From an optimization exercise on the open Yosys and OpenROAD flow, aimed at small area, a short achievable clock period and few clock cycles per item; shortcuts taken in it are not production practice. RTL that was checked went through simulation tests only; none was proved equivalent to the original.

## v35
// fm_3d_ru_outline_setup
module fm_3d_ru_outline_setup (
    clk_core,
    rst_x,
    i_aa_en,
    i_valid,
    o_ack,
    i_vtx0_x,
    i_vtx0_y,
    i_vtx1_x,
    i_vtx1_y,
    i_vtx2_x,
    i_vtx2_y,
    o_valid,
    o_is_first,
    o_is_second,
    o_aa_mode,
    o_idle,
    o_start_x_e0,
    o_start_x_05_e0,
    o_start_y_e0,
    o_end_y_e0,
    o_delta_e0,
    o_delta_t_e0,
    o_delta_a_e0,
    o_start_x_e1,
    o_start_x_05_e1,
    o_start_y_e1,
    o_end_y_e1,
    o_delta_e1,
    o_delta_t_e1,
    o_delta_a_e1,
    o_start_x_e2,
    o_start_x_05_e2,
    o_start_y_e2,
    o_end_y_e2,
    o_delta_e2,
    o_delta_t_e2,
    o_delta_a_e2,
    i_ack
);
For scale: about 6300 cells after synthesis, about 590 I/O pins, roughly 61000 um2 of cells after synthesis.
Settings: LEC_CHECK=0, ABC_AREA=1, CAP_MARGIN=20, CORE_MARGIN=2, CORE_UTILIZATION=40, PLACE_DENSITY=0.6, SETUP_SLACK_MARGIN=5, SLEW_MARGIN=20; clock period 10.0 ns.
standard.sh (not shown) runs the stock make flow with config.mk's settings and CLKGATE_MAP_FILE= SYNTH_SCRIPT=/design/flow/synth_recipe.tcl, a recipe that flattens the netlist after the stock synthesis.
==> flow/flow/run.sh <==
#!/bin/bash
# The standard layout (standard.sh: the standard flow's own synthesis and ORFS steps),
# with plain buf_1 cells as the port buffers instead of the delay buffers
# buffer_ports picks by default. Every port still gets its own buffer.
set -euo pipefail
export BUFFER_PORTS_ARGS="-buffer_cell sky130_fd_sc_hd__buf_1"
bash standard.sh > standard.log 2>&1
Input-level comparison between v19 and v35:
Settings: changing SETUP_SLACK_MARGIN from 5 to 4.7; setting CTS_BUF_LIST to sky130_fd_sc_hd__clkbuf_4 sky130_fd_sc_hd__clkbuf_8 for the first time.
Notes after the runs:
- [v19 vs v35] global-route wire length before repair: higher in v19
- Going from v35 to v19, post-detailed-route via-to-cell ratio shrank slightly.
- | overall routed net length | lower: v35 |
- Compared with v35, in v19 worst path setup slack after routing down 35 ps; number of cells on the worst hold path held steady.
Input-level comparison between v40 and v19:
Settings: CTS_BUF_LIST: sky130_fd_sc_hd__clkbuf_4 sky130_fd_sc_hd__clkbuf_8 -> unset; SETUP_SLACK_MARGIN: 4.7 -> 4.5.
[summary]
v40 and v19 ended up with roughly the same fmax. Between v40 and v19, the post-synthesis average cell area figures differ only marginally. Largest stage delay on the critical path was higher in v40 than in v19. Compared with v19, in v40 flip-flop and latch share of the layout cell area rose by 0.30 points; final setup slack of the worst path saw an increase.
No functional check of the RTL was part of any run of this note.

========
Another version of the RTL of fm_3d_ru_outline_setup (not shown whole).
Size in the first run: roughly 5300 cells after synthesis, about 590 I/O pins, about 60000 µm² of cells after synthesis.
Settings: LEC_CHECK=0, ABC_CLOCK_PERIOD_IN_PS=4000, CAP_MARGIN=20, CORE_MARGIN=2, CORE_UTILIZATION=40, PLACE_DENSITY=0.6, SETUP_SLACK_MARGIN=5, SLEW_MARGIN=20; clock period 10.0 ns.
run.sh (not shown) runs the stock make flow with config.mk's settings and CLKGATE_MAP_FILE= SYNTH_SCRIPT=/design/flow/synth_recipe.tcl, a recipe that flattens the netlist after the stock synthesis.
Stock flow here: none of the scripts above is used.
The first run ran to the end with no violations.
==> next run, changes <==
ABC_AREA = 1   (was not set)
ABC_CLOCK_PERIOD_IN_PS = not set   (was 4000)
Worst setup slack gets better by 0.39 ns; routed wire length shrinks by 1.1%; hold slack gets better by 0.011 ns; cell area shrinks by 2.6%; clock-buffer cell count shrinks by 2; core utilization shrinks by 0.56 points.
Function was not checked in any run of this note: the RTL went through the layout flow alone.

========
fm_3d_ru_outline_setup, a different RTL version from the one above (not shown whole).
Size in the first run: about 6400 cells after synthesis, about 590 I/O pins.
Settings: LEC_CHECK=0, ABC_AREA=1, CAP_MARGIN=20, CORE_MARGIN=2, CORE_UTILIZATION=40, CTS_BUF_LIST=sky130_fd_sc_hd__clkbuf_4 sky130_fd_sc_hd__clkbuf_8, PLACE_DENSITY=0.6, SETUP_SLACK_MARGIN=4.7, SLEW_MARGIN=20; clock period 10.0 ns.
standard.sh (not shown) runs the stock make flow with config.mk's settings and CLKGATE_MAP_FILE= SYNTH_SCRIPT=/design/flow/synth_recipe.tcl, a recipe that flattens the netlist after the stock synthesis.
Scripts as last shown in full above: flow/flow/run.sh
Testbench counts at the start, summed over its fixed seeds: cycles 14,483, triangles 4,800.
Then changed:
Settings changed: SETUP_SLACK_MARGIN 4.7 to 5.
The new run completed without violations; setup slack improved by 210 ps; clock-buffer cell count does not change; final cell count increases by 0.64%; core utilization increases by 0.32 points; synthesized cell count does not change; wire length increases by about 0.33%.

========
## v38
fm_3d_ru_outline_setup, a different RTL version from the one above (not shown whole).
Size in the first run: ~6300 cells after synthesis, about 1000 flip-flops, roughly 590 I/O pins, about 0.061 mm² of cells after synthesis.
export LEC_CHECK = 0
export ABC_AREA = 1
export CAP_MARGIN = 20
export CORE_MARGIN = 2
export CORE_UTILIZATION = 40
export CTS_BUF_LIST = sky130_fd_sc_hd__clkbuf_4 sky130_fd_sc_hd__clkbuf_8
export PLACE_DENSITY = 0.75
export SETUP_SLACK_MARGIN = 5
export SLEW_MARGIN = 20
create_clock -name core_clock -period 10.0 [get_ports {clk_core}]
Scripts as last shown in full above: flow/flow/run.sh
v38 finished end to end and its layout was clean on timing, DRC and antenna.
Testbench counts of v38, summed over its fixed seeds: cycles 14,475, triangles 4,800.
Changes in v9 relative to v38:
- PLACE_DENSITY changed from 0.75 to 0.6
- TNS_END_PERCENT newly set to 10
[summary]
- v9 against v38: number of setup violations in the final report about even; relative slew slack increased 6.0 points.
- What v38 reported for post-CTS setup-driven buffer insertion count has to be multiplied by 0.24 to get the figure for v9.
- Global router's overall resource usage for v9: 0.53 points down relative to v38
- Looking at worst setup path endpoint, the u_rcp.r_base[4]$_DFFE_PN_ result is from v38; the u_rcp.r_corr[6]$_DFFE_PN_ one comes from v9.
diff inputs: v9 => v37
- TNS_END_PERCENT removed (was 10)
- PLACE_DENSITY changed from 0.6 to 0.5
--- outcome ---
- Any difference in share of the yosys chip area belonging to registers between v37 and v9 is small enough to ignore.
- Diff v9 -> v37: final weighted congestion of routability-driven global placement shows an increase of 0.024.
- v37 gives more final cell area excluding filler cells than v9 did.
- Largest net degree at the start of global routing shrinks by a few percent when moving from v9 to v37.
- Looking at via count, v37 sits 257 above v9.
- v37 went all the way through the flow, and no timing, DRC or antenna check failed.
- Diff v9 -> v37: layout overhead on the synthesized area higher.
Input-level comparison between v30 and v37:
- SETUP_SLACK_MARGIN changed from 5 to 4.7
- PLACE_DENSITY changed from 0.5 to 0.6
## What came out
~same clock network contribution to total cell area in v30 and v37
Taking v37 as the reference, in v30 pin slew with the least headroom to its limit shrank by 40 ps, routed wire length shrank by 3.9%.
Changes observed in v30 relative to v37: share of layout cells above drive strength 1 shows a reduction of 2.4 points, global-route wire length before repair decreased about 2.4%, wire length per cell down about 3%, sequential share of layout area went up by 0.80 points.
What v39 does differently from v30 at the input level:
- a change of SETUP_SLACK_MARGIN from 4.7 to 5
- a deleted CTS_BUF_LIST that had been sky130_fd_sc_hd__clkbuf_4 sky130_fd_sc_hd__clkbuf_8
--- outcome ---
[diff] cell area, v39 relative to v30: regression. Relative to v30, sequential share of layout area decreased by 0.73 points in v39. Compared with v30, first-pass GRT wire length in v39 increased slightly.

-- what the ideal ports hide --
In the flow no input, the clock included, has a driving cell. The finished layouts below were timed again as built, in two steps. Step 1: set_driving_cell puts a clkbuf_16 on clk_core and a buf_2 on each other input, an assumption about the parent block. Step 2 times the ports against the registers' clock, not the clock port: input delays grow and output delays shrink by t, the midpoint of the rising clock arrivals with the driver on. a / b / c = ideal / step 1 / step 2; a / b = the first two.
run | t (ns) | setup slack, ns | clock arrival spread, ns | worst register clock-pin slew, ns | worst slew at a driven data input, ns
v35 | 0.783 | 4.407 / 4.407 / 4.407 | 0.112 / 0.113 | 0.07 / 0.07 | 0.21
v19 | 0.979 | 4.372 / 4.372 / 4.080 | 0.118 / 0.119 | 0.07 / 0.07 | 0.21
v40 | 0.798 | 4.377 / 4.377 / 4.074 | 0.113 / 0.112 | 0.07 / 0.07 | 0.14
the first run of note 2 | 0.799 | 4.033 / 4.033 / 3.635 | 0.111 / 0.111 | 0.07 / 0.07 | 0.17
the second run of note 2 | 0.806 | 4.427 / 4.427 / 4.307 | 0.101 / 0.101 | 0.07 / 0.07 | 0.17
the first run of note 3 | 1.027 | 4.962 / 4.962 / 4.088 | 0.058 / 0.059 | 0.07 / 0.07 | 0.12
the second run of note 3 | 1.014 | 5.169 / 5.169 / 4.312 | 0.087 / 0.087 | 0.08 / 0.08 | 0.14
v38 | 0.995 | 4.511 / 4.511 / 4.358 | 0.122 / 0.122 | 0.08 / 0.08 | 0.22
v9 | 0.962 | 4.403 / 4.403 / 4.196 | 0.081 / 0.081 | 0.08 / 0.08 | 0.13
v37 | 0.984 | 4.469 / 4.469 / 4.455 | 0.077 / 0.077 | 0.07 / 0.07 | 0.13
v30 | 0.980 | 4.540 / 4.540 / 4.175 | 0.089 / 0.088 | 0.07 / 0.07 | 0.17
v39 | 0.803 | 4.466 / 4.466 / 4.466 | 0.087 / 0.087 | 0.07 / 0.07 | 0.15
After both steps every run listed still meets setup and hold. For the first run of note 3, which loses most, drivers alone change the setup slack by 0.000 ns; drivers and shift together by -0.874 ns.
